Background: an optimization exercise with open tools, aiming at small area, a short achievable clock period and few clock cycles per item. Do not read the settings as production practice.
The RTL was checked by simulation tests, not by an equivalence proof against the original design.

==> flow/design.v <==
module decoder_3nrm_mld_final_v3 (
    input wire clk,
    input wire rst_n,
    input wire start,
    input wire [63:0] residues_in,
    output reg [15:0] data_out,
    output reg valid,
    output reg uncorrectable
);
function automatic [24:0] rca(input [23:0] a, input [23:0] b, input ci);
  integer i; reg c;
  begin
    c = ci;
    for (i = 0; i < 24; i = i + 1) begin
      rca[i] = a[i] ^ b[i] ^ c;
      c = (a[i] & b[i]) | (a[i] & c) | (b[i] & c);
    end
    rca[24] = c;
  end
endfunction
function automatic [23:0] csa3(input [23:0] a, input [23:0] b, input [23:0] c);
  reg [24:0] t;
  begin
    t = rca(a ^ b ^ c, {((a & b) | (a & c) | (b & c)), 1'b0}, 1'b0);
    csa3 = t[23:0];
  end
endfunction
function automatic [23:0] csa4(input [23:0] a, input [23:0] b, input [23:0] c, input [23:0] d);
  reg [23:0] s, k;
  begin
    s = a ^ b ^ c; k = {((a & b) | (a & c) | (b & c)), 1'b0};
    csa4 = csa3(s, k, d);
  end
endfunction
function automatic [23:0] csa5(input [23:0] a, input [23:0] b, input [23:0] c, input [23:0] d, input [23:0] e);
  reg [23:0] s, k;
  begin
    s = a ^ b ^ c; k = {((a & b) | (a & c) | (b & c)), 1'b0};
    csa5 = csa4(s, k, d, e);
  end
endfunction
function automatic [23:0] csa6(input [23:0] a, input [23:0] b, input [23:0] c, input [23:0] d, input [23:0] e, input [23:0] f);
  reg [23:0] s1, k1, s2, k2;
  begin
    s1 = a ^ b ^ c; k1 = {((a & b) | (a & c) | (b & c)), 1'b0};
    s2 = d ^ e ^ f; k2 = {((d & e) | (d & f) | (e & f)), 1'b0};
    csa6 = csa4(s1, k1, s2, k2);
  end
endfunction
function automatic [23:0] csa7(input [23:0] a, input [23:0] b, input [23:0] c, input [23:0] d, input [23:0] e, input [23:0] f, input [23:0] g);
  reg [23:0] s1, k1, s2, k2;
  begin
    s1 = a ^ b ^ c; k1 = {((a & b) | (a & c) | (b & c)), 1'b0};
    s2 = d ^ e ^ f; k2 = {((d & e) | (d & f) | (e & f)), 1'b0};
    csa7 = csa5(s1, k1, s2, k2, g);
  end
endfunction
  function automatic [24:0] rcf(input [23:0] a, input [23:0] b, input ci);
    rcf = {1'b0, a} + {1'b0, b} + {24'd0, ci};
  endfunction
  function automatic [23:0] csa3f(input [23:0] a, input [23:0] b, input [23:0] c);
    reg [24:0] t;
    begin t = rcf(a ^ b ^ c, {((a & b) | (a & c) | (b & c)), 1'b0}, 1'b0); csa3f = t[23:0]; end
  endfunction
  function automatic [23:0] csa5f(input [23:0] a, input [23:0] b, input [23:0] c, input [23:0] d, input [23:0] e);
    reg [23:0] s1, k1, s2, k2;
    begin
      s1 = a ^ b ^ c; k1 = {((a & b) | (a & c) | (b & c)), 1'b0};
      s2 = s1 ^ k1 ^ d; k2 = {((s1 & k1) | (s1 & d) | (k1 & d)), 1'b0};
      csa5f = csa3f(s2, k2, e);
    end
  endfunction
  function automatic ge(input [23:0] a, input [23:0] b);    
    reg [24:0] t;
    begin t = rca(a, ~b, 1'b1); ge = t[24]; end
  endfunction
  function automatic [7:0] modmul(input [7:0] x, input [6:0] c, input [1:0] ms);
    reg [23:0] p0,p1,p2,p3,p4,p5,p6, pr, s, s1, s2, s3, s4, s5, k1, k2, k3, k4, k5; reg [24:0] t;
    begin
      p0 = c[0] ? {16'd0, x} : 24'd0;
      p1 = c[1] ? {15'd0, x, 1'd0} : 24'd0;
      p2 = c[2] ? {14'd0, x, 2'd0} : 24'd0;
      p3 = c[3] ? {13'd0, x, 3'd0} : 24'd0;
      p4 = c[4] ? {12'd0, x, 4'd0} : 24'd0;
      p5 = c[5] ? {11'd0, x, 5'd0} : 24'd0;
      p6 = c[6] ? {10'd0, x, 6'd0} : 24'd0;
      s1 = p0 ^ p1 ^ p2; k1 = {((p0 & p1) | (p0 & p2) | (p1 & p2)), 1'b0};
      s2 = p3 ^ p4 ^ p5; k2 = {((p3 & p4) | (p3 & p5) | (p4 & p5)), 1'b0};
      s3 = s1 ^ k1 ^ s2; k3 = {((s1 & k1) | (s1 & s2) | (k1 & s2)), 1'b0};
      s4 = k2 ^ p6 ^ s3; k4 = {((k2 & p6) | (k2 & s3) | (p6 & s3)), 1'b0};
      s5 = s4 ^ k4 ^ k3; k5 = {((s4 & k4) | (s4 & k3) | (k4 & k3)), 1'b0};
      t = rcf(s5, k5, 1'b0); pr = t[23:0];      
      case (ms)
        2'd0: modmul = {2'b0, pr[5:0]};
        2'd1: begin  
          s = csa3({18'd0, pr[5:0]}, {18'd0, pr[11:6]}, {21'd0, pr[14:12]});
          s = csa3({18'd0, s[5:0]}, {22'd0, s[7:6]}, 24'd0);             
          modmul = s[7:0];
        end
        2'd2: begin  
          s = csa3({18'd0, pr[5:0]}, {18'd0, 6'h3f ^ pr[11:6]}, {21'd0, pr[14:12]});
          s = rca(s, 24'd67, 1'b0);
          t = rca(s, ~24'd130, 1'b1); if (t[24]) s = t[23:0];
          modmul = s[7:0];
        end
        default: begin  
          s = csa3({19'd0, pr[4:0]}, {19'd0, pr[9:5]}, {19'd0, pr[14:10]});    
          s = csa3({19'd0, s[4:0]}, {22'd0, s[6:5]}, 24'd0);                  
          modmul = s[7:0];
        end
      endcase
    end
  endfunction
  reg [5:0] r0, r1; reg [6:0] r2; reg [4:0] r3, r4, r5, r6, r7; reg [3:0] r8;
  always @(posedge clk) begin
    r0 <= residues_in[63:58]; r1 <= residues_in[57:52]; r2 <= residues_in[51:45];
    r3 <= residues_in[44:40]; r4 <= residues_in[39:35]; r5 <= residues_in[34:30];
    r6 <= residues_in[29:25]; r7 <= residues_in[24:20]; r8 <= residues_in[19:16];
  end
  reg busy;
  reg [4:0] g;        
  reg bf;             
  reg [4:0] bl;       
  reg bbig;           
  reg [4:0] nx_unused;
  reg [7:0] wq; reg [6:0] br; reg [1:0] mr, ur, dmr;    
  reg [1:0] uc;       
  reg [2:0] pt;       
  reg [1:0] xc;       
  always @* begin
    case (g)
      5'd1: begin uc=2'd1; pt=3'd3; xc=2'd2; end
      5'd2: begin uc=2'd0; pt=3'd0; xc=2'd0; end
      5'd3: begin uc=2'd0; pt=3'd1; xc=2'd0; end
      5'd4: begin uc=2'd0; pt=3'd2; xc=2'd0; end
      5'd5: begin uc=2'd1; pt=3'd0; xc=2'd0; end
      5'd6: begin uc=2'd1; pt=3'd2; xc=2'd0; end
      5'd7: begin uc=2'd1; pt=3'd3; xc=2'd0; end
      5'd8: begin uc=2'd1; pt=3'd3; xc=2'd1; end
      5'd9: begin uc=2'd1; pt=3'd1; xc=2'd0; end
      5'd10: begin uc=2'd2; pt=3'd0; xc=2'd0; end
      5'd11: begin uc=2'd2; pt=3'd1; xc=2'd0; end
      5'd12: begin uc=2'd2; pt=3'd3; xc=2'd0; end
      5'd13: begin uc=2'd1; pt=3'd4; xc=2'd0; end
      5'd14: begin uc=2'd2; pt=3'd2; xc=2'd0; end
      5'd15: begin uc=2'd1; pt=3'd4; xc=2'd1; end
      5'd16: begin uc=2'd2; pt=3'd3; xc=2'd1; end
      5'd17: begin uc=2'd2; pt=3'd3; xc=2'd2; end
      5'd18: begin uc=2'd1; pt=3'd4; xc=2'd2; end
      5'd19: begin uc=2'd1; pt=3'd5; xc=2'd0; end
      default: begin uc=2'd0; pt=3'd0; xc=2'd0; end
    endcase
  end
  wire u3 = (uc == 2'd0), u4 = (uc == 2'd1), u5 = (uc == 2'd2);
  wire [4:0] ru = u3 ? r3 : u4 ? r4 : r5;
  wire [24:0] d0w = rcf({18'd0, r0}, ~{19'd0, ru}, 1'b1);
  wire [5:0] d0 = d0w[5:0];
  wire [23:0] l0a = {18'd0, d0[0], 5'd0};
  wire [23:0] l0b = u4 ? {18'd0, d0[1:0], 4'd0} : 24'd0;
  wire [23:0] l0c = (u4 | u5) ? {18'd0, d0[3:0], 2'd0} : 24'd0;
  wire [23:0] l0d = u5 ? {18'd0, d0[4:0], 1'd0} : 24'd0;
  wire [23:0] l0e = u3 ? {18'd0, ~d0} : {18'd0, d0};
  wire [23:0] l0s = csa5(l0a, l0b, l0c, l0d, l0e);
  wire [24:0] l0t = rcf(l0s, 24'd0, u3);
  wire [5:0] v0 = l0t[5:0];
  wire [24:0] d1w = rcf({18'd0, r1}, ~{19'd0, ru}, 1'b1);
  wire [24:0] d1f = rcf({18'd0, d1w[5:0]}, 24'd63, 1'b0);
  wire [5:0] d1 = d1w[24] ? d1w[5:0] : d1f[5:0];             
  wire [5:0] d1r0 = d1, d1r1 = {d1[4:0], d1[5]}, d1r3 = {d1[2:0], d1[5:3]}, d1r4 = {d1[1:0], d1[5:2]}, d1r5 = {d1[0], d1[5:1]};
  wire [5:0] l1a = u3 ? ~d1r1 : d1r1;
  wire [5:0] l1b = u4 ? d1r4 : u5 ? d1r0 : 6'd0;
  wire [5:0] l1c = u4 ? d1r5 : u5 ? d1r3 : 6'd0;
  wire [5:0] l1s = l1a ^ l1b ^ l1c;
  wire [5:0] l1k = (l1a & l1b) | (l1a & l1c) | (l1b & l1c);
  wire [24:0] l1t = rcf({18'd0, l1s}, {18'd0, l1k[4:0], l1k[5]}, 1'b0);
  wire [24:0] l1u = rcf({18'd0, l1t[5:0]}, 24'd0, l1t[6]);
  wire [5:0] v1 = (l1u[5:0] == 6'd63) ? 6'd0 : l1u[5:0];
  wire [24:0] d2w = rcf({17'd0, r2}, ~{19'd0, ru}, 1'b1);
  wire [24:0] d2f = rcf({17'd0, d2w[6:0]}, 24'd65, 1'b0);
  wire [6:0] d2 = d2w[24] ? d2w[6:0] : d2f[6:0];             
  wire [23:0] l2s = csa4({17'd0, d2}, (u3 | u5) ? {13'd0, d2, 4'd0} : 24'd0, u3 ? {15'd0, d2, 2'd0} : 24'd0, u4 ? {14'd0, d2, 3'd0} : 24'd0);
  wire [23:0] l2f = csa3({18'd0, l2s[5:0]}, {19'd0, ~l2s[10:6]}, 24'd34);    
  wire [24:0] l2g = rcf(l2f, ~24'd65, 1'b1);
  wire [6:0] v2 = l2g[24] ? l2g[6:0] : l2f[6:0];
  wire [24:0] d3w = rcf({19'd0, r3}, ~{19'd0, ru}, 1'b1);
  wire [24:0] d3f = rcf({19'd0, d3w[4:0]}, 24'd31, 1'b0);
  wire [4:0] d3 = d3w[24] ? d3w[4:0] : d3f[4:0];             
  wire [4:0] d3r0 = d3, d3r1 = {d3[3:0], d3[4]}, d3r3 = {d3[1:0], d3[4:2]}, d3r4 = {d3[0], d3[4:1]};
  wire [4:0] l3a = u5 ? d3r4 : ~d3r4;
  wire [4:0] l3b = u5 ? d3r3 : 5'd0;
  wire [4:0] l3c = u5 ? d3r1 : 5'd0;
  wire [4:0] l3d = u5 ? d3r0 : 5'd0;
  wire [4:0] l3s1 = l3a ^ l3b ^ l3c, l3k1 = (l3a & l3b) | (l3a & l3c) | (l3b & l3c);
  wire [4:0] l3c1 = {l3k1[3:0], l3k1[4]};
  wire [4:0] l3s2 = l3s1 ^ l3c1 ^ l3d, l3k2 = (l3s1 & l3c1) | (l3s1 & l3d) | (l3c1 & l3d);
  wire [24:0] l3t = rcf({19'd0, l3s2}, {19'd0, l3k2[3:0], l3k2[4]}, 1'b0);
  wire [24:0] l3u = rcf({19'd0, l3t[4:0]}, 24'd0, l3t[5]);
  wire [4:0] v3 = (l3u[4:0] == 5'd31) ? 5'd0 : l3u[4:0];
  wire [24:0] d5w = rcf({19'd0, r5}, ~{19'd0, r4}, 1'b1);
  wire d5n = ~d5w[24];
  wire d5m = ge({18'd0, d5w[5:0]}, 24'd41);               
  wire [24:0] d5s = rcf({18'd0, d5w[5:0]}, {18'd0, d5n ? (d5m ? 6'd23 : 6'd46) : 6'd0}, 1'b0);
  wire [4:0] d5 = d5s[4:0];    
  wire [6:0] q5 = {d5, 2'b0};
  wire [6:0] q5k = ge({17'd0, q5}, 24'd69) ? 7'd69 : ge({17'd0, q5}, 24'd46) ? 7'd46 : ge({17'd0, q5}, 24'd23) ? 7'd23 : 7'd0;
  wire [24:0] q5s = rcf({17'd0, q5}, ~{17'd0, q5k}, 1'b1);
  wire [4:0] v5 = q5s[4:0];
  wire [6:0] vx = (xc == 2'd0) ? {1'b0, v0} : (xc == 2'd1) ? {1'b0, v1} : v2;
  reg [6:0] da, db, dc; reg [7:0] doff; reg [1:0] dms;
  always @* case (pt)
    3'd0: begin da = {1'b0, v1}; db = {1'b0, v0}; dc = 7'd1; doff = 8'd127; dms = 2'd1; end
    3'd1: begin da = {1'b0, v0}; db = v2; dc = 7'd1; doff = 8'd131; dms = 2'd2; end
    3'd2: begin da = v2; db = {1'b0, v1}; dc = 7'd32; doff = 8'd131; dms = 2'd2; end
    3'd3: begin da = {2'b0, v3}; db = vx; dc = (xc == 2'd0) ? 7'd16 : (xc == 2'd1) ? 7'd1 : 7'd21; doff = 8'd94; dms = 2'd3; end
    3'd4: begin da = vx; db = {2'b0, v5}; dc = (xc == 2'd0) ? 7'd39 : (xc == 2'd1) ? 7'd11 : 7'd17;
                doff = (xc == 2'd0) ? 8'd65 : (xc == 2'd1) ? 8'd64 : 8'd66; dms = xc; end
    default: begin da = {2'b0, v3}; db = {2'b0, v5}; dc = 7'd27; doff = 8'd32; dms = 2'd3; end
  endcase
  wire [23:0] dxa = {17'd0, da} ^ {16'd0, doff} ^ {16'd0, 1'b1, ~db};
  wire [23:0] dxk = {(({17'd0, da} & {16'd0, doff}) | ({17'd0, da} & {16'd0, 1'b1, ~db}) | ({16'd0, doff} & {16'd0, 1'b1, ~db})), 1'b0};
  wire [24:0] dxs = rcf(dxa, dxk, 1'b0);
  wire [23:0] dxw = dxs[23:0];
  wire [7:0] wd = modmul(dxw[7:0], dc, dms);
  wire [6:0] base = (pt == 3'd2) ? {1'b0, v1} : (pt == 3'd3) ? vx : (pt[2]) ? {2'b0, v5} : {1'b0, v0};
  wire [1:0] mbs = (pt == 3'd2) ? 2'd1 : (pt == 3'd3) ? xc : (pt[2]) ? 2'd3 : 2'd0;
  wire [24:0] e1w = rcf({18'd0, r1}, ~{18'd0, r0}, 1'b1);
  wire [24:0] e1m = rcf({18'd0, e1w[5:0]}, 24'd63, 1'b0);
  wire [5:0] b2 = e1w[24] ? e1w[5:0] : e1m[5:0];
  wire [23:0] z0w = csa5f({17'd0, r0, 1'b0}, {16'd0, 2'b11, ~r1}, {16'd0, 1'b1, ~r2}, {22'd0, ~e1w[24], 1'b0}, 24'd132);
  wire [8:0] z0 = z0w[8:0];
  wire [8:0] zkk = ge({15'd0, z0}, 24'd195) ? 9'd195 : ge({15'd0, z0}, 24'd130) ? 9'd130 : ge({15'd0, z0}, 24'd65) ? 9'd65 : 9'd0;
  wire [24:0] z1s = rcf({15'd0, z0}, ~{15'd0, zkk}, 1'b1);
  wire [6:0] z1 = z1s[6:0];
  wire [5:0] zk = z1[6:1];
  wire [6:0] b3c = z1[0] ? 7'd32 : (zk == 6'd0) ? 7'd0 : 7'd65;
  wire [24:0] b3s = rcf({17'd0, b3c}, ~{18'd0, zk}, 1'b1);
  wire [6:0] b3 = b3s[6:0];
  wire [23:0] y012 = csa3f({12'd0, b3[5:0], 6'd0}, {18'd0, b2}, {12'd0, 5'h1f, ~b3});
  wire [24:0] y012p = rcf(y012, 24'd1, 1'b0);
  wire [17:0] x012 = {y012p[11:0], r0};
  wire [6:0] mdig = (dmr == 2'd1) ? 7'd63 : (dmr == 2'd2) ? 7'd65 : (dmr == 2'd3) ? 7'd31 : 7'd127;
  wire [24:0] wqs = rcf({16'd0, wq}, ~{17'd0, mdig}, 1'b1);
  wire [6:0] wr = (wqs[24] && dmr != 2'd0) ? wqs[6:0] : wq[6:0];
  wire [23:0] wm = (mr == 2'd3) ? ~{14'd0, rca({17'd0, wr}, {14'd0, wr, 3'd0}, 1'b0)} : (mr == 2'd1) ? ~{17'd0, wr} : (mr == 2'd2) ? {17'd0, wr} : 24'd0;
  wire [23:0] wsh = (mr == 2'd3) ? {12'd0, wr, 5'd0} : {11'd0, wr, 6'd0};
  wire [23:0] Ws = csa3(wsh, {17'd0, br}, wm);
  wire [24:0] Ww = rcf(Ws, 24'd0, mr[0]);
  wire [12:0] W = Ww[12:0];
  wire [4:0] rur = (ur == 2'd0) ? r3 : (ur == 2'd1) ? r4 : r5;
  wire [23:0] xo1 = {6'd0, W, 5'd0}, xo2 = {19'd0, rur}, xo3 = ~{11'd0, W};
  wire [23:0] xo4 = (ur == 2'd1) ? ~{10'd0, W, 1'b0} : (ur == 2'd2) ? ~{8'd0, W, 3'b0} : 24'd0;
  wire [23:0] xa1 = xo1 ^ xo2 ^ xo3, xk1 = {((xo1 & xo2) | (xo1 & xo3) | (xo2 & xo3)), 1'b0};
  wire [23:0] xa2 = xa1 ^ xk1 ^ xo4, xk2 = {((xa1 & xk1) | (xa1 & xo4) | (xk1 & xo4)), 1'b0};
  wire [24:0] Xw = rcf(xa2, xk2 | {23'd0, ur != 2'd0}, 1'b1);
  wire [17:0] X = (g == 5'd1) ? x012 : Xw[17:0];
  wire [8:0] mt;
  chk_all u_chk (.X(X), .r0(r0), .r1(r1), .r2(r2), .r3(r3), .r4(r4), .r5(r5), .r6(r6), .r7(r7), .r8(r8), .mt(mt));
  wire [2:0] ps1 = mt[2:0] ^ mt[5:3] ^ mt[8:6];
  wire [2:0] pk1 = (mt[2:0] & mt[5:3]) | (mt[2:0] & mt[8:6]) | (mt[5:3] & mt[8:6]);
  wire ones = ps1[0] ^ ps1[1] ^ ps1[2];
  wire onec = (ps1[0] & ps1[1]) | (ps1[0] & ps1[2]) | (ps1[1] & ps1[2]);
  wire twos = pk1[0] ^ pk1[1] ^ pk1[2];
  wire twoc = (pk1[0] & pk1[1]) | (pk1[0] & pk1[2]) | (pk1[1] & pk1[2]);
  wire t2s = onec ^ twos, t2c = onec & twos;
  wire [3:0] nm = {twoc & t2c, (twoc ^ t2c), t2s, ones};
  wire dle2 = nm[3] | (nm[2] & nm[1] & nm[0]);    
  wire deq3 = ~nm[3] & nm[2] & nm[1] & ~nm[0];    
  wire big = X[17] | X[16];
  wire [4:0] lex;
  assign lex[0] = (g == 5'd3) | (g == 5'd7) | (g == 5'd8) | (g == 5'd9) | (g == 5'd10) | (g == 5'd11) | (g == 5'd14) | (g == 5'd16) | (g == 5'd18) | (g == 5'd20);
  assign lex[1] = (g == 5'd5) | (g == 5'd6) | (g == 5'd7) | (g == 5'd8) | (g == 5'd11) | (g == 5'd12) | (g == 5'd16) | (g == 5'd17) | (g == 5'd19) | (g == 5'd20);
  assign lex[2] = (g == 5'd4) | (g == 5'd8) | (g == 5'd9) | (g == 5'd10) | (g == 5'd12) | (g == 5'd15) | (g == 5'd16) | (g == 5'd17);
  assign lex[3] = (g == 5'd5) | (g == 5'd7) | (g == 5'd9) | (g == 5'd13) | (g == 5'd14) | (g == 5'd15) | (g == 5'd16) | (g == 5'd17);
  assign lex[4] = (g == 5'd2) | (g == 5'd18) | (g == 5'd19) | (g == 5'd20);
  wire run = busy;
  wire ltb = !ge({19'd0, lex}, {19'd0, bl});       
  wire upd = deq3 && (!bf || ltb);
  wire nbf = bf | upd;
  wire [4:0] nbl = upd ? lex : bl;
  reg fl;
  always @* begin
    case (mt)
      9'd63: fl = 1'b1;
      9'd95: fl = 1'b1;
      9'd159: fl = 1'b1;
      9'd287: fl = 1'b1;
      9'd111: fl = 1'b1;
      9'd175: fl = 1'b1;
      9'd303: fl = 1'b1;
      9'd207: fl = 1'b1;
      9'd335: fl = 1'b1;
      9'd399: fl = 1'b1;
      9'd119: fl = 1'b1;
      9'd183: fl = 1'b1;
      9'd311: fl = 1'b1;
      9'd215: fl = 1'b1;
      9'd343: fl = 1'b1;
      9'd407: fl = 1'b1;
      9'd231: fl = 1'b1;
      9'd359: fl = 1'b1;
      9'd423: fl = 1'b1;
      9'd123: fl = 1'b1;
      9'd187: fl = 1'b1;
      9'd219: fl = 1'b1;
      9'd125: fl = 1'b1;
      9'd189: fl = 1'b1;
      9'd221: fl = 1'b1;
      9'd126: fl = 1'b1;
      9'd190: fl = 1'b1;
      9'd222: fl = 1'b1;
      default: fl = 1'b0;
    endcase
  end
  wire ea, eb;      
  assign ea = (g == 5'd11) | (g == 5'd12) | (g == 5'd13) | (g == 5'd14) | (g == 5'd15) | (g == 5'd17) | (g == 5'd18) | (g == 5'd19) | (g == 5'd20);
  assign eb = (g == 5'd1) | (g == 5'd3) | (g == 5'd6) | (g == 5'd11) | (g == 5'd12) | (g == 5'd13) | (g == 5'd14) | (g == 5'd15) | (g == 5'd17) | (g == 5'd18) | (g == 5'd19) | (g == 5'd20);
  wire [4:0] rdy1, ext1;    
  assign rdy1[0] = (g == 5'd1) | (g == 5'd2) | (g == 5'd3) | (g == 5'd4) | (g == 5'd9) | (g == 5'd10) | (g == 5'd11) | (g == 5'd13) | (g == 5'd15) | (g == 5'd16) | (g == 5'd17) | (g == 5'd19);
  assign rdy1[1] = (g == 5'd3) | (g == 5'd4) | (g == 5'd5) | (g == 5'd6) | (g == 5'd7) | (g == 5'd9) | (g == 5'd10) | (g == 5'd11) | (g == 5'd14) | (g == 5'd15) | (g == 5'd18) | (g == 5'd19);
  assign rdy1[2] = (g == 5'd5) | (g == 5'd6) | (g == 5'd7) | (g == 5'd8) | (g == 5'd9) | (g == 5'd12) | (g == 5'd13) | (g == 5'd14) | (g == 5'd15) | (g == 5'd20);
  assign rdy1[3] = (g == 5'd4) | (g == 5'd5) | (g == 5'd7) | (g == 5'd8) | (g == 5'd9) | (g == 5'd10) | (g == 5'd11) | (g == 5'd12) | (g == 5'd13) | (g == 5'd14) | (g == 5'd15);
  assign rdy1[4] = (g == 5'd2) | (g == 5'd16) | (g == 5'd17) | (g == 5'd18) | (g == 5'd19) | (g == 5'd20);
  assign ext1[0] = (g == 5'd2) | (g == 5'd4) | (g == 5'd9) | (g == 5'd10) | (g == 5'd11) | (g == 5'd13) | (g == 5'd15) | (g == 5'd16) | (g == 5'd17) | (g == 5'd19);
  assign ext1[1] = (g == 5'd1) | (g == 5'd3) | (g == 5'd4) | (g == 5'd5) | (g == 5'd6) | (g == 5'd7) | (g == 5'd9) | (g == 5'd10) | (g == 5'd11) | (g == 5'd14) | (g == 5'd15) | (g == 5'd18) | (g == 5'd19);
  assign ext1[2] = (g == 5'd5) | (g == 5'd7) | (g == 5'd8) | (g == 5'd9) | (g == 5'd12) | (g == 5'd13) | (g == 5'd14) | (g == 5'd15) | (g == 5'd20);
  assign ext1[3] = (g == 5'd1) | (g == 5'd3) | (g == 5'd4) | (g == 5'd5) | (g == 5'd6) | (g == 5'd7) | (g == 5'd8) | (g == 5'd9) | (g == 5'd10) | (g == 5'd11) | (g == 5'd12) | (g == 5'd13) | (g == 5'd14) | (g == 5'd15);
  assign ext1[4] = (g == 5'd2) | (g == 5'd16) | (g == 5'd17) | (g == 5'd18) | (g == 5'd19) | (g == 5'd20);
  reg [4:0] nx;
  wire eold = bf & ge({19'd0, g}, {19'd0, nx});
  wire fin = run & (dle2 | (upd ? (fl ? eb : ea) : eold) | (g == 5'd20));
  always @(posedge clk or negedge rst_n) begin
    if (!rst_n) begin
      busy <= 1'b0; valid <= 1'b0;
    end else begin
      valid <= fin;
      busy <= busy ? !fin : start;
    end
  end
  wire [24:0] ginc = rca({19'd0, g}, 24'd0, 1'b1);
  always @(posedge clk) begin
    wq <= wd; dmr <= dms; br <= base; mr <= mbs; ur <= uc;
    if (!busy) g <= 5'd1; else g <= ginc[4:0];
    if (!run) begin
      bf <= 1'b0;
    end else begin
      bf <= nbf; bl <= nbl;
      if (upd) nx <= fl ? rdy1 : ext1;
      if (dle2 | upd) begin data_out <= X[15:0]; bbig <= big; end
      if (fin) uncorrectable <= (dle2 | upd) ? big : bf ? bbig : 1'b1;
    end
  end
endmodule
module c64(input [17:0] X, input [5:0] r, output e); assign e = X[5:0] == r; endmodule
module c63(input [17:0] X, input [5:0] r, output e);
  wire [5:0] x0 = X[5:0], x1 = X[11:6], x2 = X[17:12], rr = ~r;
  wire [5:0] s1 = x0 ^ x1 ^ x2, k1 = (x0 & x1) | (x0 & x2) | (x1 & x2);
  wire [5:0] c1 = {k1[4:0], k1[5]};
  wire [5:0] s2 = s1 ^ c1 ^ rr, k2 = (s1 & c1) | (s1 & rr) | (c1 & rr);
  wire [5:0] c2 = {k2[4:0], k2[5]};
  assign e = (&(s2 ^ c2)) | ~(|(s2 | c2)) | (&(s2 & c2));
endmodule
module c31(input [17:0] X, input [4:0] r, output e);
  wire [4:0] x0 = X[4:0], x1 = X[9:5], x2 = X[14:10], x3 = {2'b0, X[17:15]}, rr = ~r;
  wire [4:0] s1 = x0 ^ x1 ^ x2, k1 = (x0 & x1) | (x0 & x2) | (x1 & x2);
  wire [4:0] c1 = {k1[3:0], k1[4]};
  wire [4:0] s2 = x3 ^ rr ^ s1, k2 = (x3 & rr) | (x3 & s1) | (rr & s1);
  wire [4:0] c2 = {k2[3:0], k2[4]};
  wire [4:0] s3 = c1 ^ c2 ^ s2, k3 = (c1 & c2) | (c1 & s2) | (c2 & s2);
  wire [4:0] c3 = {k3[3:0], k3[4]};
  assign e = (&(s3 ^ c3)) | ~(|(s3 | c3)) | (&(s3 & c3));
endmodule
module c65(input [17:0] X, input [6:0] r, output e);
  function automatic [24:0] rca(input [23:0] a, input [23:0] b, input ci);
  integer i; reg c;
  begin
    c = ci;
    for (i = 0; i < 24; i = i + 1) begin
      rca[i] = a[i] ^ b[i] ^ c;
      c = (a[i] & b[i]) | (a[i] & c) | (b[i] & c);
    end
    rca[24] = c;
  end
endfunction
function automatic [23:0] csa3(input [23:0] a, input [23:0] b, input [23:0] c);
  reg [24:0] t;
  begin
    t = rca(a ^ b ^ c, {((a & b) | (a & c) | (b & c)), 1'b0}, 1'b0);
    csa3 = t[23:0];
  end
endfunction
function automatic [23:0] csa4(input [23:0] a, input [23:0] b, input [23:0] c, input [23:0] d);
  reg [23:0] s, k;
  begin
    s = a ^ b ^ c; k = {((a & b) | (a & c) | (b & c)), 1'b0};
    csa4 = csa3(s, k, d);
  end
endfunction
function automatic [23:0] csa5(input [23:0] a, input [23:0] b, input [23:0] c, input [23:0] d, input [23:0] e);
  reg [23:0] s, k;
  begin
    s = a ^ b ^ c; k = {((a & b) | (a & c) | (b & c)), 1'b0};
    csa5 = csa4(s, k, d, e);
  end
endfunction
function automatic [23:0] csa6(input [23:0] a, input [23:0] b, input [23:0] c, input [23:0] d, input [23:0] e, input [23:0] f);
  reg [23:0] s1, k1, s2, k2;
  begin
    s1 = a ^ b ^ c; k1 = {((a & b) | (a & c) | (b & c)), 1'b0};
    s2 = d ^ e ^ f; k2 = {((d & e) | (d & f) | (e & f)), 1'b0};
    csa6 = csa4(s1, k1, s2, k2);
  end
endfunction
function automatic [23:0] csa7(input [23:0] a, input [23:0] b, input [23:0] c, input [23:0] d, input [23:0] e, input [23:0] f, input [23:0] g);
  reg [23:0] s1, k1, s2, k2;
  begin
    s1 = a ^ b ^ c; k1 = {((a & b) | (a & c) | (b & c)), 1'b0};
    s2 = d ^ e ^ f; k2 = {((d & e) | (d & f) | (e & f)), 1'b0};
    csa7 = csa5(s1, k1, s2, k2, g);
  end
endfunction
  wire [8:0] S = csa4({3'd0,X[5:0]}, {3'd0,X[17:12]}, {3'd0,~X[11:6]}, {2'd0,~r});
  assign e = (S == 9'd125) | (S == 9'd190) | (S == 9'd255);
endmodule
module c17(input [17:0] X, input [4:0] r, output e);
  function automatic [24:0] rca(input [23:0] a, input [23:0] b, input ci);
  integer i; reg c;
  begin
    c = ci;
    for (i = 0; i < 24; i = i + 1) begin
      rca[i] = a[i] ^ b[i] ^ c;
      c = (a[i] & b[i]) | (a[i] & c) | (b[i] & c);
    end
    rca[24] = c;
  end
endfunction
function automatic [23:0] csa3(input [23:0] a, input [23:0] b, input [23:0] c);
  reg [24:0] t;
  begin
    t = rca(a ^ b ^ c, {((a & b) | (a & c) | (b & c)), 1'b0}, 1'b0);
    csa3 = t[23:0];
  end
endfunction
function automatic [23:0] csa4(input [23:0] a, input [23:0] b, input [23:0] c, input [23:0] d);
  reg [23:0] s, k;
  begin
    s = a ^ b ^ c; k = {((a & b) | (a & c) | (b & c)), 1'b0};
    csa4 = csa3(s, k, d);
  end
endfunction
function automatic [23:0] csa5(input [23:0] a, input [23:0] b, input [23:0] c, input [23:0] d, input [23:0] e);
  reg [23:0] s, k;
  begin
    s = a ^ b ^ c; k = {((a & b) | (a & c) | (b & c)), 1'b0};
    csa5 = csa4(s, k, d, e);
  end
endfunction
function automatic [23:0] csa6(input [23:0] a, input [23:0] b, input [23:0] c, input [23:0] d, input [23:0] e, input [23:0] f);
  reg [23:0] s1, k1, s2, k2;
  begin
    s1 = a ^ b ^ c; k1 = {((a & b) | (a & c) | (b & c)), 1'b0};
    s2 = d ^ e ^ f; k2 = {((d & e) | (d & f) | (e & f)), 1'b0};
    csa6 = csa4(s1, k1, s2, k2);
  end
endfunction
function automatic [23:0] csa7(input [23:0] a, input [23:0] b, input [23:0] c, input [23:0] d, input [23:0] e, input [23:0] f, input [23:0] g);
  reg [23:0] s1, k1, s2, k2;
  begin
    s1 = a ^ b ^ c; k1 = {((a & b) | (a & c) | (b & c)), 1'b0};
    s2 = d ^ e ^ f; k2 = {((d & e) | (d & f) | (e & f)), 1'b0};
    csa7 = csa5(s1, k1, s2, k2, g);
  end
endfunction
  wire [6:0] S = csa6({3'd0,X[3:0]}, {3'd0,~X[7:4]}, {3'd0,X[11:8]}, {3'd0,~X[15:12]}, {5'd0,X[17:16]}, {2'd0,~r});
  assign e = (S == 7'd10) | (S == 7'd27) | (S == 7'd44) | (S == 7'd61) | (S == 7'd78);
endmodule
module c11(input [17:0] X, input [3:0] r, output e);
  function automatic [24:0] rca(input [23:0] a, input [23:0] b, input ci);
  integer i; reg c;
  begin
    c = ci;
    for (i = 0; i < 24; i = i + 1) begin
      rca[i] = a[i] ^ b[i] ^ c;
      c = (a[i] & b[i]) | (a[i] & c) | (b[i] & c);
    end
    rca[24] = c;
  end
endfunction
function automatic [23:0] csa3(input [23:0] a, input [23:0] b, input [23:0] c);
  reg [24:0] t;
  begin
    t = rca(a ^ b ^ c, {((a & b) | (a & c) | (b & c)), 1'b0}, 1'b0);
    csa3 = t[23:0];
  end
endfunction
function automatic [23:0] csa4(input [23:0] a, input [23:0] b, input [23:0] c, input [23:0] d);
  reg [23:0] s, k;
  begin
    s = a ^ b ^ c; k = {((a & b) | (a & c) | (b & c)), 1'b0};
    csa4 = csa3(s, k, d);
  end
endfunction
function automatic [23:0] csa5(input [23:0] a, input [23:0] b, input [23:0] c, input [23:0] d, input [23:0] e);
  reg [23:0] s, k;
  begin
    s = a ^ b ^ c; k = {((a & b) | (a & c) | (b & c)), 1'b0};
    csa5 = csa4(s, k, d, e);
  end
endfunction
function automatic [23:0] csa6(input [23:0] a, input [23:0] b, input [23:0] c, input [23:0] d, input [23:0] e, input [23:0] f);
  reg [23:0] s1, k1, s2, k2;
  begin
    s1 = a ^ b ^ c; k1 = {((a & b) | (a & c) | (b & c)), 1'b0};
    s2 = d ^ e ^ f; k2 = {((d & e) | (d & f) | (e & f)), 1'b0};
    csa6 = csa4(s1, k1, s2, k2);
  end
endfunction
function automatic [23:0] csa7(input [23:0] a, input [23:0] b, input [23:0] c, input [23:0] d, input [23:0] e, input [23:0] f, input [23:0] g);
  reg [23:0] s1, k1, s2, k2;
  begin
    s1 = a ^ b ^ c; k1 = {((a & b) | (a & c) | (b & c)), 1'b0};
    s2 = d ^ e ^ f; k2 = {((d & e) | (d & f) | (e & f)), 1'b0};
    csa7 = csa5(s1, k1, s2, k2, g);
  end
endfunction
  wire [6:0] S = csa5({2'd0,X[4:0]}, {2'd0,~X[9:5]}, {2'd0,X[14:10]}, {4'd0,~X[17:15]}, {3'd0,~r});
  assign e = (S==7'd9)|(S==7'd20)|(S==7'd31)|(S==7'd42)|(S==7'd53)|(S==7'd64)|(S==7'd75)|(S==7'd86)|(S==7'd97)|(S==7'd108);
endmodule
module c19(input [17:0] X, input [4:0] r, output e);
  function automatic [24:0] rca(input [23:0] a, input [23:0] b, input ci);
  integer i; reg c;
  begin
    c = ci;
    for (i = 0; i < 24; i = i + 1) begin
      rca[i] = a[i] ^ b[i] ^ c;
      c = (a[i] & b[i]) | (a[i] & c) | (b[i] & c);
    end
    rca[24] = c;
  end
endfunction
function automatic [23:0] csa3(input [23:0] a, input [23:0] b, input [23:0] c);
  reg [24:0] t;
  begin
    t = rca(a ^ b ^ c, {((a & b) | (a & c) | (b & c)), 1'b0}, 1'b0);
    csa3 = t[23:0];
  end
endfunction
function automatic [23:0] csa4(input [23:0] a, input [23:0] b, input [23:0] c, input [23:0] d);
  reg [23:0] s, k;
  begin
    s = a ^ b ^ c; k = {((a & b) | (a & c) | (b & c)), 1'b0};
    csa4 = csa3(s, k, d);
  end
endfunction
function automatic [23:0] csa5(input [23:0] a, input [23:0] b, input [23:0] c, input [23:0] d, input [23:0] e);
  reg [23:0] s, k;
  begin
    s = a ^ b ^ c; k = {((a & b) | (a & c) | (b & c)), 1'b0};
    csa5 = csa4(s, k, d, e);
  end
endfunction
function automatic [23:0] csa6(input [23:0] a, input [23:0] b, input [23:0] c, input [23:0] d, input [23:0] e, input [23:0] f);
  reg [23:0] s1, k1, s2, k2;
  begin
    s1 = a ^ b ^ c; k1 = {((a & b) | (a & c) | (b & c)), 1'b0};
    s2 = d ^ e ^ f; k2 = {((d & e) | (d & f) | (e & f)), 1'b0};
    csa6 = csa4(s1, k1, s2, k2);
  end
endfunction
function automatic [23:0] csa7(input [23:0] a, input [23:0] b, input [23:0] c, input [23:0] d, input [23:0] e, input [23:0] f, input [23:0] g);
  reg [23:0] s1, k1, s2, k2;
  begin
    s1 = a ^ b ^ c; k1 = {((a & b) | (a & c) | (b & c)), 1'b0};
    s2 = d ^ e ^ f; k2 = {((d & e) | (d & f) | (e & f)), 1'b0};
    csa7 = csa5(s1, k1, s2, k2, g);
  end
endfunction
  wire [24:0] s1w = rca({15'd0, X[8:0]}, {15'd0, ~X[17:9]}, 1'b0);
  wire [9:0] S1 = s1w[9:0];
  wire [5:0] l = S1[5:0]; wire [3:0] h = S1[9:6];
  wire [7:0] S = csa4({2'd0,l}, {1'd0,h,3'd0}, {4'd0,~h}, {3'd0,~r});
  assign e = (S==8'd6)|(S==8'd25)|(S==8'd44)|(S==8'd63)|(S==8'd82)|(S==8'd101)|(S==8'd120)|(S==8'd139)|(S==8'd158)|(S==8'd177)|(S==8'd196)|(S==8'd215);
endmodule
module c23(input [17:0] X, input [4:0] r, output e);
  function automatic [24:0] rca(input [23:0] a, input [23:0] b, input ci);
  integer i; reg c;
  begin
    c = ci;
    for (i = 0; i < 24; i = i + 1) begin
      rca[i] = a[i] ^ b[i] ^ c;
      c = (a[i] & b[i]) | (a[i] & c) | (b[i] & c);
    end
    rca[24] = c;
  end
endfunction
function automatic [23:0] csa3(input [23:0] a, input [23:0] b, input [23:0] c);
  reg [24:0] t;
  begin
    t = rca(a ^ b ^ c, {((a & b) | (a & c) | (b & c)), 1'b0}, 1'b0);
    csa3 = t[23:0];
  end
endfunction
function automatic [23:0] csa4(input [23:0] a, input [23:0] b, input [23:0] c, input [23:0] d);
  reg [23:0] s, k;
  begin
    s = a ^ b ^ c; k = {((a & b) | (a & c) | (b & c)), 1'b0};
    csa4 = csa3(s, k, d);
  end
endfunction
function automatic [23:0] csa5(input [23:0] a, input [23:0] b, input [23:0] c, input [23:0] d, input [23:0] e);
  reg [23:0] s, k;
  begin
    s = a ^ b ^ c; k = {((a & b) | (a & c) | (b & c)), 1'b0};
    csa5 = csa4(s, k, d, e);
  end
endfunction
function automatic [23:0] csa6(input [23:0] a, input [23:0] b, input [23:0] c, input [23:0] d, input [23:0] e, input [23:0] f);
  reg [23:0] s1, k1, s2, k2;
  begin
    s1 = a ^ b ^ c; k1 = {((a & b) | (a & c) | (b & c)), 1'b0};
    s2 = d ^ e ^ f; k2 = {((d & e) | (d & f) | (e & f)), 1'b0};
    csa6 = csa4(s1, k1, s2, k2);
  end
endfunction
function automatic [23:0] csa7(input [23:0] a, input [23:0] b, input [23:0] c, input [23:0] d, input [23:0] e, input [23:0] f, input [23:0] g);
  reg [23:0] s1, k1, s2, k2;
  begin
    s1 = a ^ b ^ c; k1 = {((a & b) | (a & c) | (b & c)), 1'b0};
    s2 = d ^ e ^ f; k2 = {((d & e) | (d & f) | (e & f)), 1'b0};
    csa7 = csa5(s1, k1, s2, k2, g);
  end
endfunction
  wire [24:0] s1w = rca({13'd0, X[10:0]}, {17'd0, X[17:11]}, 1'b0);
  wire [11:0] S1 = s1w[11:0];
  wire [5:0] l = S1[5:0]; wire [5:0] h = S1[11:6];
  wire [8:0] S2 = csa3({3'd0,l}, {1'd0,~h,2'd0}, {3'd0,~h}) ;
  wire [5:0] l2 = S2[5:0]; wire [2:0] h2 = S2[8:6];
  wire [7:0] S = csa4({2'd0,l2}, {3'd0,~h2,2'd0}, {5'd0,~h2}, {3'd0,~r});
  assign e = (S==8'd13)|(S==8'd36)|(S==8'd59)|(S==8'd82)|(S==8'd105)|(S==8'd128);
endmodule
module c29(input [17:0] X, input [4:0] r, output e);
  function automatic [24:0] rca(input [23:0] a, input [23:0] b, input ci);
  integer i; reg c;
  begin
    c = ci;
    for (i = 0; i < 24; i = i + 1) begin
      rca[i] = a[i] ^ b[i] ^ c;
      c = (a[i] & b[i]) | (a[i] & c) | (b[i] & c);
    end
    rca[24] = c;
  end
endfunction
function automatic [23:0] csa3(input [23:0] a, input [23:0] b, input [23:0] c);
  reg [24:0] t;
  begin
    t = rca(a ^ b ^ c, {((a & b) | (a & c) | (b & c)), 1'b0}, 1'b0);
    csa3 = t[23:0];
  end
endfunction
function automatic [23:0] csa4(input [23:0] a, input [23:0] b, input [23:0] c, input [23:0] d);
  reg [23:0] s, k;
  begin
    s = a ^ b ^ c; k = {((a & b) | (a & c) | (b & c)), 1'b0};
    csa4 = csa3(s, k, d);
  end
endfunction
function automatic [23:0] csa5(input [23:0] a, input [23:0] b, input [23:0] c, input [23:0] d, input [23:0] e);
  reg [23:0] s, k;
  begin
    s = a ^ b ^ c; k = {((a & b) | (a & c) | (b & c)), 1'b0};
    csa5 = csa4(s, k, d, e);
  end
endfunction
function automatic [23:0] csa6(input [23:0] a, input [23:0] b, input [23:0] c, input [23:0] d, input [23:0] e, input [23:0] f);
  reg [23:0] s1, k1, s2, k2;
  begin
    s1 = a ^ b ^ c; k1 = {((a & b) | (a & c) | (b & c)), 1'b0};
    s2 = d ^ e ^ f; k2 = {((d & e) | (d & f) | (e & f)), 1'b0};
    csa6 = csa4(s1, k1, s2, k2);
  end
endfunction
function automatic [23:0] csa7(input [23:0] a, input [23:0] b, input [23:0] c, input [23:0] d, input [23:0] e, input [23:0] f, input [23:0] g);
  reg [23:0] s1, k1, s2, k2;
  begin
    s1 = a ^ b ^ c; k1 = {((a & b) | (a & c) | (b & c)), 1'b0};
    s2 = d ^ e ^ f; k2 = {((d & e) | (d & f) | (e & f)), 1'b0};
    csa7 = csa5(s1, k1, s2, k2, g);
  end
endfunction
  wire [8:0] S = csa7({4'd0,X[4:0]}, {4'd0,X[9:5]}, {3'd0,X[9:5],1'b0}, {5'd0,X[13:10]}, {2'd0,X[13:10],3'd0}, {5'd0,~X[17:14]}, {4'd0,~r});
  assign e = (S==9'd17)|(S==9'd46)|(S==9'd75)|(S==9'd104)|(S==9'd133)|(S==9'd162)|(S==9'd191)|(S==9'd220)|(S==9'd249)|(S==9'd278);
endmodule
module chk_all(input [17:0] X, input [5:0] r0, input [5:0] r1, input [6:0] r2, input [4:0] r3, input [4:0] r4,
  input [4:0] r5, input [4:0] r6, input [4:0] r7, input [3:0] r8, output [8:0] mt);
  c64 u0(X,r0,mt[0]); c63 u1(X,r1,mt[1]); c65 u2(X,r2,mt[2]); c31 u3(X,r3,mt[3]); c29 u4(X,r4,mt[4]);
  c23 u5(X,r5,mt[5]); c19 u6(X,r6,mt[6]); c17 u7(X,r7,mt[7]); c11 u8(X,r8,mt[8]);
endmodule
==> flow/flow/run.sh <==
#!/bin/bash
# The standard layout, with the port buffers that buffer_ports inserts taken
# from sky130_fd_sc_hd__buf_2 (every input and output port is still buffered).
set -o pipefail
cat standard.sh > flow_standard_sh_copy.log 2>&1
export BUFFER_PORTS_ARGS="-buffer_cell sky130_fd_sc_hd__buf_2"
bash standard.sh > standard.log 2>&1
==> flow/standard.sh <==
#!/bin/bash
# synth_recipe.tcl (not shown) runs the flow's synth.tcl, then flattens the netlist and writes it again
# the make line also repeats each setting of config.mk as NAME=value (left out here)
make -C /OpenROAD-flow-scripts/flow DESIGN_CONFIG=/design/flow/config.mk WORK_HOME=/design/flow/orfs CLKGATE_MAP_FILE= SYNTH_SCRIPT=/design/flow/synth_recipe.tcl "${@:-finish}"
==> flow/config.mk <==
export PLATFORM = sky130hd
export DESIGN_NAME = decoder_3nrm_mld_final_v3
export DESIGN_NICKNAME = decoder_3nrm_mld_final_v3
export VERILOG_FILES = /design/flow/design.v
export SDC_FILE = /design/flow/constraint.sdc
export NUM_CORES = 4
export LEC_CHECK = 0
export ABC_AREA = 1
export ABC_CLOCK_PERIOD_IN_PS = 20000
export CAP_MARGIN = 20
export CORE_MARGIN = 2
export CORE_UTILIZATION = 40
export SLEW_MARGIN = 20
export SYNTH_MEMORY_MAX_BITS = 65536
==> flow/constraint.sdc <==
create_clock -name core_clock -period 110.0 [get_ports {clk}]
set_input_delay 22.0000 -clock core_clock [delete_from_list [all_inputs] [get_ports {clk}]]
set_output_delay 22.0000 -clock core_clock [all_outputs]
set_load 0.01 [all_outputs]
==> results.yml, run 1 <==
critical_path:
  cp_top_family: "flip-flops"
  required_ns: 88.00
  cp-endpoint: "data_out[3]"
  cp_max_fo: 1
  r2r_start: "dmr[0]$_DFF_P_"
  path_cells: "buf_2"
  slowest_delay_ns: 0.37
  end_kind: "output pin"
  critPathArrivalTime_ns: 0.93
  cp.depth: 1
  r2r_slack_ns: 88.77
  crit_buf_inv: 1
  worst_r2r_path_depth: 90
  r2r-end: "uncorrectable$_DFFE_PP_"
  crit_start: "data_out[3]$_DFFE_PP_"
  cpMaxStageDelayCell: "edfxtp_1"
  crit_type: "flop to output pin"
  start_kind: "flop"
detailed_routing:
  wire_per_inst_um: 14.1
  drt_iter0_drc: 1019
  ant_nets: 0
  dr.pass1.iters: 6
  vias_per_cell: 4.79
  wl_um: 53500
  drcViolationCount: 0
  vias: 18200
floorplanning:
  die_w_um: 243
  fp-row-count: 87
  dieArea_mm2: 0.0591
  io-pin-count: 85
  core_mm2: 0.0565
  start_util: 0.405
  dieHeight_um: 243
clock_tree:
  cts.path.max_buffers: 2
  cts_buffers: 9
  cts_root_buffer: "clkbuf_16"
  post_cts_resized: 0
  cts_hold_buf: 0
  clkLatencyLatePin_ns: 0.40
  cts_setup_buffers: 0
  path_clk_slew_ns: 0.09
  cts_max_level: 3
  cts.sinks: 112
  cts_tree: "done"
logic_synthesis:
  syn_avg_cell_area_um2: 7.73
  syn_area_mm2: 0.0229
  seq_area_frac_synth: 0.111
  yosys.area.top_type: "fa_1"
  synth_nets: 3657
  synth_cell_types: 67
  async_flop_share: 0.0179
  synth_area_leaders: "fa_1 (25%), ha_1 (19%), inv_1 (12%)"
  synth_commonest_cells: "inv_1 (740), nand2_1 (460), ha_1 (350)"
  yosysWarningCount: 7
  synth_top_area_share: 0.247
  ys_ff_latch: 112
  syn_inst: 2958
  synth_flop_cell: "dfxtp_1"
  synth.most_common_cell: "inv_1"
  synth-edff-count: 28
sta:
  tns_ns: 0
  max_freq_mhz: 43.6
  timing.slew.headroom: 0.356
  min_period_over_period: 0.208
  tightestPinTransition_ns: 0.966
  fin_worst_skew_ns: 0.0131
  slew_violations: 0
  min_period_ns: 22.93
  rsz0062_at_grt: "false"
  hold_viol_final: 0
  setup_viol: 0
global_route:
  grt_overflow: 0
  track_usage: 0.190
  grt_use_met3: 0.0219
  met1_usage: 0.248
  met2_usage: 0.332
  grt_pass1_wl_um: 90400
  grt-busiest-layer: "met2"
  antenna_found_initial: 1
  grt_pass1_vias: 18300
  grt_max_degree: 28
layout:
  n_fill_cell: 5799
  finalInstanceArea_mm2: 0.0245
  fin_cells: 3790
  synthToLayoutAreaGrowth_pct: 7.02
  fin_nets: 3728
  antenna_cells: 0
  layout-drive-gt1-share: 0.0521
  fin_util: 0.433
status:
  status: "complete, no violations"
place:
  placed_area_mm2: 0.0242
  dpl.cell_count: 3774
  place_congestion: 0.930
  dp_hpwl_um: 46300
  port_buffers: 68
worst_hold_path:
  min_from: "uc[1]$_DFF_P_"
  hold_class: "flop to flop"
flow_run:
  max_cap_viol_count: 0
-- worst min-delay path by stage --
stage          cells past startpoint  slack, ns            end
2_1_floorplan                      0       0.35  ur[1]$_DFF_P_
3_3_place_gp                       0       0.43  ur[1]$_DFF_P_
3_5_place_dp                       0       0.43  ur[1]$_DFF_P_
4_1_cts                            0       0.45  ur[1]$_DFF_P_
5_1_grt                            0       0.44  ur[0]$_DFF_P_
6_report                           0       0.42  ur[1]$_DFF_P_
-- flip-flops by register name, indices dropped and copies added (netlist names), 6 cells and up --
name and flops:
r2 7, r0 6, data_out 16, r1 6, br 7, wq 8
-- cell type report --
class / instances / area (um2) / area share
multi-input combinational: 2076 / 17400 / 0.713
inverter: 749 / 2810 / 0.115
sequential: 112 / 2530 / 0.103
tap: 756 / 946 / 0.0386
timing repair buffer: 81 / 438 / 0.0179
clock buffer: 9 / 225 / 0.00920
clock inverter: 7 / 85.1 / 0.00347
-- metrics by stage --
step / hold slack (ns) / setup slack, ns
CTS: 0.449 / 87.04
floorplan: 0.355 / 87.61
global placement: 0.432 / 87.51
global route: 0.444 / 87.03
detailed placement: 0.428 / 87.50
finish: 0.423 / 87.07
-- layout by cell type, fill, tap and decap left out, types with 8 or more instances in the layout --
cell type / Yosys / final
o21ai_0: 114 / 111
a31oi_1: 9 / 9
dfxtp_1: 82 / 82
or2_2: 11 / 11
o211ai_1: 13 / 13
buf_4: 3 / 13
nor2_1: 242 / 242
clkbuf_16: 0 / 9
a21oi_1: 120 / 119
nand3_1: 109 / 109
nand2_1: 460 / 460
ha_1: 350 / 350
xnor2_1: 45 / 45
edfxtp_1: 28 / 28
o22ai_1: 23 / 23
buf_2: 2 / 68
o21bai_1: 17 / 17
nor3_1: 32 / 32
nand2_2: 17 / 17
o2111ai_1: 8 / 8
xor2_1: 100 / 100
inv_1: 740 / 740
nand4_1: 24 / 24
o21ai_1: 10 / 13
fa_1: 282 / 282
-- kinds of logic (layout without fill, tap and decap cells) --
| family | Yosys count | in the layout | share of synthesized area |
|---|---|---|---|
| AO/OA/AOI/OAI | 360 | 360 | 0.0925 |
| buffers and inverters | 770 | 846 | 0.127 |
| AND/OR/NAND/NOR | 935 | 935 | 0.174 |
| multiplexers | 2 | 2 | 0.000930 |
| flip-flops | 112 | 112 | 0.111 |
| XOR/XNOR | 147 | 147 | 0.0569 |
| adder cells (fa/ha/maj) | 632 | 632 | 0.438 |
-- metal layers --
layer,vias to the layer above,share of wire
met3,62,0.039
met1,8454,0.46
li1,9313,-
met4,0,0.023
met5,-,0
met2,337,0.48
Testbench counts, summed over its fixed seeds: cycles 2,836, items 480.
==> inputs of run 2 (changes only) <==
--- a/flow/design.v
+++ b/flow/design.v
@@ -155,3 +155,3 @@
   wire [4:0] ru = u3 ? r3 : u4 ? r4 : r5;
-  wire [24:0] d0w = rcf({18'd0, r0}, ~{19'd0, ru}, 1'b1);
+  wire [24:0] d0w = rca({18'd0, r0}, ~{19'd0, ru}, 1'b1);
   wire [5:0] d0 = d0w[5:0];
@@ -163,6 +163,6 @@
   wire [23:0] l0s = csa5(l0a, l0b, l0c, l0d, l0e);
-  wire [24:0] l0t = rcf(l0s, 24'd0, u3);
+  wire [24:0] l0t = rca(l0s, 24'd0, u3);
   wire [5:0] v0 = l0t[5:0];
-  wire [24:0] d1w = rcf({18'd0, r1}, ~{19'd0, ru}, 1'b1);
-  wire [24:0] d1f = rcf({18'd0, d1w[5:0]}, 24'd63, 1'b0);
+  wire [24:0] d1w = rca({18'd0, r1}, ~{19'd0, ru}, 1'b1);
+  wire [24:0] d1f = rca({18'd0, d1w[5:0]}, 24'd63, 1'b0);
   wire [5:0] d1 = d1w[24] ? d1w[5:0] : d1f[5:0];             
@@ -174,7 +174,7 @@
   wire [5:0] l1k = (l1a & l1b) | (l1a & l1c) | (l1b & l1c);
-  wire [24:0] l1t = rcf({18'd0, l1s}, {18'd0, l1k[4:0], l1k[5]}, 1'b0);
-  wire [24:0] l1u = rcf({18'd0, l1t[5:0]}, 24'd0, l1t[6]);
+  wire [24:0] l1t = rca({18'd0, l1s}, {18'd0, l1k[4:0], l1k[5]}, 1'b0);
+  wire [24:0] l1u = rca({18'd0, l1t[5:0]}, 24'd0, l1t[6]);
   wire [5:0] v1 = (l1u[5:0] == 6'd63) ? 6'd0 : l1u[5:0];
-  wire [24:0] d2w = rcf({17'd0, r2}, ~{19'd0, ru}, 1'b1);
-  wire [24:0] d2f = rcf({17'd0, d2w[6:0]}, 24'd65, 1'b0);
+  wire [24:0] d2w = rca({17'd0, r2}, ~{19'd0, ru}, 1'b1);
+  wire [24:0] d2f = rca({17'd0, d2w[6:0]}, 24'd65, 1'b0);
   wire [6:0] d2 = d2w[24] ? d2w[6:0] : d2f[6:0];             
@@ -182,6 +182,6 @@
   wire [23:0] l2f = csa3({18'd0, l2s[5:0]}, {19'd0, ~l2s[10:6]}, 24'd34);    
-  wire [24:0] l2g = rcf(l2f, ~24'd65, 1'b1);
+  wire [24:0] l2g = rca(l2f, ~24'd65, 1'b1);
   wire [6:0] v2 = l2g[24] ? l2g[6:0] : l2f[6:0];
-  wire [24:0] d3w = rcf({19'd0, r3}, ~{19'd0, ru}, 1'b1);
-  wire [24:0] d3f = rcf({19'd0, d3w[4:0]}, 24'd31, 1'b0);
+  wire [24:0] d3w = rca({19'd0, r3}, ~{19'd0, ru}, 1'b1);
+  wire [24:0] d3f = rca({19'd0, d3w[4:0]}, 24'd31, 1'b0);
   wire [4:0] d3 = d3w[24] ? d3w[4:0] : d3f[4:0];             
@@ -195,9 +195,9 @@
   wire [4:0] l3s2 = l3s1 ^ l3c1 ^ l3d, l3k2 = (l3s1 & l3c1) | (l3s1 & l3d) | (l3c1 & l3d);
-  wire [24:0] l3t = rcf({19'd0, l3s2}, {19'd0, l3k2[3:0], l3k2[4]}, 1'b0);
-  wire [24:0] l3u = rcf({19'd0, l3t[4:0]}, 24'd0, l3t[5]);
+  wire [24:0] l3t = rca({19'd0, l3s2}, {19'd0, l3k2[3:0], l3k2[4]}, 1'b0);
+  wire [24:0] l3u = rca({19'd0, l3t[4:0]}, 24'd0, l3t[5]);
   wire [4:0] v3 = (l3u[4:0] == 5'd31) ? 5'd0 : l3u[4:0];
-  wire [24:0] d5w = rcf({19'd0, r5}, ~{19'd0, r4}, 1'b1);
+  wire [24:0] d5w = rca({19'd0, r5}, ~{19'd0, r4}, 1'b1);
   wire d5n = ~d5w[24];
   wire d5m = ge({18'd0, d5w[5:0]}, 24'd41);               
-  wire [24:0] d5s = rcf({18'd0, d5w[5:0]}, {18'd0, d5n ? (d5m ? 6'd23 : 6'd46) : 6'd0}, 1'b0);
+  wire [24:0] d5s = rca({18'd0, d5w[5:0]}, {18'd0, d5n ? (d5m ? 6'd23 : 6'd46) : 6'd0}, 1'b0);
   wire [4:0] d5 = d5s[4:0];    
@@ -205,3 +205,3 @@
   wire [6:0] q5k = ge({17'd0, q5}, 24'd69) ? 7'd69 : ge({17'd0, q5}, 24'd46) ? 7'd46 : ge({17'd0, q5}, 24'd23) ? 7'd23 : 7'd0;
-  wire [24:0] q5s = rcf({17'd0, q5}, ~{17'd0, q5k}, 1'b1);
+  wire [24:0] q5s = rca({17'd0, q5}, ~{17'd0, q5k}, 1'b1);
   wire [4:0] v5 = q5s[4:0];
--- a/flow/config.mk
+++ b/flow/config.mk
@@ -12,2 +12,4 @@
 export CORE_UTILIZATION = 40
+export CTS_CLUSTER_DIAMETER = 500
+export CTS_CLUSTER_SIZE = 100
 export SLEW_MARGIN = 20
==> results.yml, run 2 <==
clock_tree:
  cts.sinks: 112
  cts.path.max_buffers: 2
  cts_setup_buffers: 0
  clkLatencyLatePin_ns: 0.41
  cts_buffers: 9
  cts_root_buffer: "clkbuf_16"
  path_clk_slew_ns: 0.08
  cts_tree: "done"
  cts_hold_buf: 0
  cts_max_level: 3
  post_cts_resized: 0
critical_path:
  cp_top_family: "flip-flops"
  r2r_slack_ns: 88.38
  crit_buf_inv: 1
  crit_type: "flop to output pin"
  crit_start: "data_out[11]$_DFFE_PP_"
  worst_r2r_path_depth: 83
  required_ns: 88.00
  cp-endpoint: "data_out[11]"
  r2r-end: "wq[2]$_DFF_P_"
  cp.depth: 1
  start_kind: "flop"
  path_cells: "buf_2"
  cp_max_fo: 1
  slowest_delay_ns: 0.41
  end_kind: "output pin"
  critPathArrivalTime_ns: 0.98
  r2r_start: "uc[1]$_DFF_P_"
  cpMaxStageDelayCell: "edfxtp_1"
logic_synthesis:
  seq_area_frac_synth: 0.113
  syn_avg_cell_area_um2: 7.97
  synth_top_family_by_area: "adder cells"
  ys_ff_latch: 112
  yosysWarningCount: 7
  synth_cell_types: 65
  syn_area_mm2: 0.0224
  synth_flop_cell: "dfxtp_1"
  synth_commonest_cells: "inv_1 (706), nand2_1 (429), ha_1 (341)"
  synthAdderAreaFrac: 0.463
  yosys.area.top_type: "fa_1"
  async_flop_share: 0.0179
  synth_xor_area_frac: 0.0418
  synth.most_common_cell: "inv_1"
  muxShareOfSynthArea: 0.00134
  synth-edff-count: 28
  synth_top_area_share: 0.272
  syn_inst: 2806
  synth_area_leaders: "fa_1 (27%), ha_1 (19%), inv_1 (12%)"
  synth_nets: 3518
  yosys.area_share.simple: 0.168
  synth_compound_area_frac: 0.0859
floorplanning:
  start_util: 0.405
  dieHeight_um: 240
  io-pin-count: 85
  dieArea_mm2: 0.0578
  core_mm2: 0.0552
  fp-row-count: 86
  die_w_um: 240
detailed_routing:
  drcViolationCount: 0
  vias: 17700
  ant_nets: 0
  vias_per_cell: 4.89
  wire_per_inst_um: 15.4
  drt_iter0_drc: 881
  wl_um: 55700
  dr.pass1.iters: 5
layout:
  fin_util: 0.433
  layout-drive-gt1-share: 0.0547
  regMostFlops: "data_out"
  multiInputGateArea_mm2: 0.0170
  n_fill_cell: 5622
  fin_nets: 3579
  final_cell_mix: "inv_1 (706), nand2_1 (429), ha_1 (341)"
  antenna_cells: 0
  final_common_cell: "inv_1"
  seq_area_mm2: 0.00253
  reg_top3: "data_out: 16 flops, wq: 8 flops"
  largest_reg_flops: 16
  synthToLayoutAreaGrowth_pct: 6.98
sta:
  slew_violations: 0
  tns_ns: 0
  hold_viol_final: 0
  tightestPinTransition_ns: 1.02
  setup_viol: 0
  max_freq_mhz: 43.5
  layout_setup_ws_ns: 87.02
  timing.slew.headroom: 0.314
  fin_worst_skew_ns: 0.0138
  rsz0062_at_grt: "false"
  min_period_ns: 22.98
  min_period_over_period: 0.209
place:
  pre_cts_ws_ns: 87.46
  dp_hpwl_um: 48500
  place_congestion: 0.930
  port_buffers: 68
global_route:
  grt_overflow: 0
  antenna_found_initial: 0
  grt_pass1_wl_um: 92400
  grt_max_degree: 29
  track_usage: 0.203
  grt_pass1_vias: 18200
worst_hold_path:
  hold_class: "flop to flop"
  hold_depth: 0
flow_run:
  max_cap_viol_count: 0
status:
  status: "complete, no violations"
-- run 2: cells by family after synthesis --
logic type / after synthesis
adder cells (fa/ha/maj): 645
multiplexers: 3
AO/OA/AOI/OAI: 320
XOR/XNOR: 105
buffers and inverters: 747
AND/OR/NAND/NOR: 874
flip-flops: 112
-- run 2: through the flow --
step	area [um2]	hold WS (ns)	instances
floorplan	22400	0.355	2806
global placement	23600	0.431	3604
detailed placement	23600	0.434	3604
CTS	23900	0.448	3620
global route	23900	0.449	3620
finish	23900	0.431	3620
-- run 2: how the worst min path moves through the flow --
stage	from	end	slack (ns)
after global routing	uc[1]$_DFF_P_	ur[1]$_DFF_P_	0.45
after global placement	g[0]$_SDFF_PN1_	g[0]$_SDFF_PN1_	0.43
after floorplan	uc[1]$_DFF_P_	ur[1]$_DFF_P_	0.35
after CTS	uc[1]$_DFF_P_	ur[1]$_DFF_P_	0.45
final	uc[0]$_DFF_P_	ur[0]$_DFF_P_	0.43
after detailed placement	g[0]$_SDFF_PN1_	g[0]$_SDFF_PN1_	0.43
-- run 2: cell type report --
class	count	share of cell area
Timing Repair Buffer	76	0.0167
Clock inverter	7	0.00476
Clock buffer	9	0.00942
Multi-Input combinational cell	1947	0.711
Sequential cell	112	0.106
Tap cell	748	0.0391
Inverter	721	0.113
-- run 2: metal layers --
metal,vias up,global-route usage,share of wire
met1,8524,0.259,0.45
met2,330,0.359,0.49
met3,63,0.0230,0.036
li1,8798,-,-
met5,-,0,0
met4,0,0.0610,0.023
Testbench counts of run 2, summed over its fixed seeds: cycles 2,836, items 480.
==> inputs of run 3 (changes only) <==
--- a/flow/config.mk
+++ b/flow/config.mk
@@ -12,4 +12,2 @@
 export CORE_UTILIZATION = 40
-export CTS_CLUSTER_DIAMETER = 500
-export CTS_CLUSTER_SIZE = 100
 export SLEW_MARGIN = 20
==> results.yml, run 3 <==
status:
  status: "complete, no violations"
clock_tree:
  cts_root_buffer: "clkbuf_16"
  cts.path.max_buffers: 2
  clkLatencyLatePin_ns: 0.41
  cts_buffers: 9
  cts.sinks: 112
  cts_setup_buffers: 0
  path_clk_slew_ns: 0.08
  cts_max_level: 3
  cts_tree: "done"
  post_cts_resized: 0
  cts_hold_buf: 0
floorplanning:
  die_w_um: 240
  fp-row-count: 86
  core_mm2: 0.0552
  start_util: 0.405
  io-pin-count: 85
  dieHeight_um: 240
  dieArea_mm2: 0.0578
logic_synthesis:
  yosys.area.top_type: "fa_1"
  ys_ff_latch: 112
  syn_area_mm2: 0.0224
  seq_area_frac_synth: 0.113
  synth_top_area_share: 0.272
  synth_cell_types: 65
  synth_commonest_cells: "inv_1 (706), nand2_1 (429), ha_1 (341)"
  async_flop_share: 0.0179
  synth-edff-count: 28
  syn_inst: 2806
  synth_nets: 3518
  syn_avg_cell_area_um2: 7.97
  yosysWarningCount: 7
  synth_area_leaders: "fa_1 (27%), ha_1 (19%), inv_1 (12%)"
  synth_flop_cell: "dfxtp_1"
  synth.most_common_cell: "inv_1"
detailed_routing:
  wire_per_inst_um: 15.4
  top_layer_used: "met4"
  vias_per_cell: 4.89
  ant_nets: 0
  wl_met2_um: 27400
  dr.pass1.iters: 5
  drt_iter0_drc: 881
  wl_met1_um: 24900
  wl_um: 55700
  vias: 17700
  wl_met3_um: 1990
  drcViolationCount: 0
layout:
  layout-drive-gt1-share: 0.0547
  final_common_cell: "inv_1"
  fin_nets: 3579
  fin_cells: 3620
  synthToLayoutAreaGrowth_pct: 6.98
  largest_reg_flops: 16
  antenna_cells: 0
  regMostFlops: "data_out"
  final_cell_mix: "inv_1 (706), nand2_1 (429), ha_1 (341)"
  reg_top3: "data_out: 16 flops, wq: 8 flops"
  finalInstanceArea_mm2: 0.0239
  fin_util: 0.433
global_route:
  antenna_found_initial: 0
  grt_max_degree: 29
  grt_pass1_vias: 18200
  grt_pass1_wl_um: 92400
  grt_overflow: 0
  track_usage: 0.203
sta:
  tns_ns: 0
  hold_viol_final: 0
  slew_violations: 0
  min_period_ns: 22.98
  hold_ws_ns: 0.431
  max_freq_mhz: 43.5
  timing.slew.headroom: 0.314
  fin_worst_skew_ns: 0.0138
  layout_setup_ws_ns: 87.02
  setup_viol: 0
  tightestPinTransition_ns: 1.02
  min_period_over_period: 0.209
  rsz0062_at_grt: "false"
critical_path:
  cp_top_family: "flip-flops"
  start_kind: "flop"
  crit_type: "flop to output pin"
  path_cells: "buf_2"
  critPathArrivalTime_ns: 0.98
  required_ns: 88.00
  cpMaxStageDelayCell: "edfxtp_1"
  slowest_delay_ns: 0.41
  crit_buf_inv: 1
  cp_max_fo: 1
  end_kind: "output pin"
place:
  pre_cts_ws_ns: 87.46
  placed_area_mm2: 0.0236
  place_congestion: 0.930
  port_buffers: 68
  dp_hpwl_um: 48500
  dpl.cell_count: 3604
flow_run:
  max_cap_viol_count: 0
worst_hold_path:
  hold_class: "flop to flop"
==> run 3: cell counts after synthesis <==
Identical to the previous run, type by type.
==> run 3: path summary, 6_finish.rpt <==
check / start / end / slack, ns / depth (start not counted)
worst max-delay path: data_out[11]$_DFFE_PP_ / data_out[11] / 87.02 / 1
worst min-delay path: uc[0]$_DFF_P_ / ur[0]$_DFF_P_ / 0.43 / 0
worst max register to register: uc[1]$_DFF_P_ / wq[2]$_DFF_P_ / 88.38 / 83
worst min register to register: uc[0]$_DFF_P_ / ur[0]$_DFF_P_ / 0.43 / 0
max in group asynchronous: rst_n / busy$_DFF_PN0_ / 88.55 / 1
min in group asynchronous: rst_n / valid$_DFF_PN0_ / 21.36 / 1
==> run 3: layer usage <==
metal  vias to the layer above  global-route usage
met5                         -                   0
met4                         0              0.0610
met3                        63              0.0230
met2                       330               0.359
met1                      8524               0.259
li1                       8798                   -
==> run 3: cell type report <==
class,count,area [um2]
sequential,112,2530
clock buffer,9,225
timing repair buffer,76,400
fill,5622,31300
tap,748,936
inverter,721,2710
multi-input combinational,1947,17000
clock inverter,7,114
==> run 3: logic make-up after synthesis <==
| group | after synthesis | share of synthesized area |
|---|---|---|
| buf+inv | 747 | 0.126 |
| fa+ha+maj | 645 | 0.463 |
| simple gates | 874 | 0.168 |
| mux | 3 | 0.00134 |
| flops | 112 | 0.113 |
| compound gates | 320 | 0.0859 |
| xor+xnor | 105 | 0.0418 |

-- re-timing with driven ports --
Ports are ideal in the flow. The routed layouts listed here were re-timed in OpenROAD. Step 1 (the two cells are an assumption about what drives the block):
set clk [get_ports {clk}]
set_driving_cell -lib_cell sky130_fd_sc_hd__clkbuf_16 $clk
set_driving_cell -lib_cell sky130_fd_sc_hd__buf_2 [delete_from_list [all_inputs] $clk]
Step 2 moves the port delays by t, midway between the first and last clock arrival at a register: inputs arrive t later, outputs are due t later. That takes back most of the time a late clock gives input paths. a / b / c = ideal ports / drivers / drivers and shift; a / b = the first two.
run | t (ns) | setup WS [ns] | worst register clock-pin slew, ns
run 1 | 0.455 | 87.069 / 87.012 / 87.467 | 0.09 / 0.09
run 2 | 0.454 | 87.025 / 86.972 / 87.426 | 0.08 / 0.08
run 3 | 0.454 | 87.025 / 86.972 / 87.426 | 0.08 / 0.08
After both steps setup and hold are still met in every run listed.
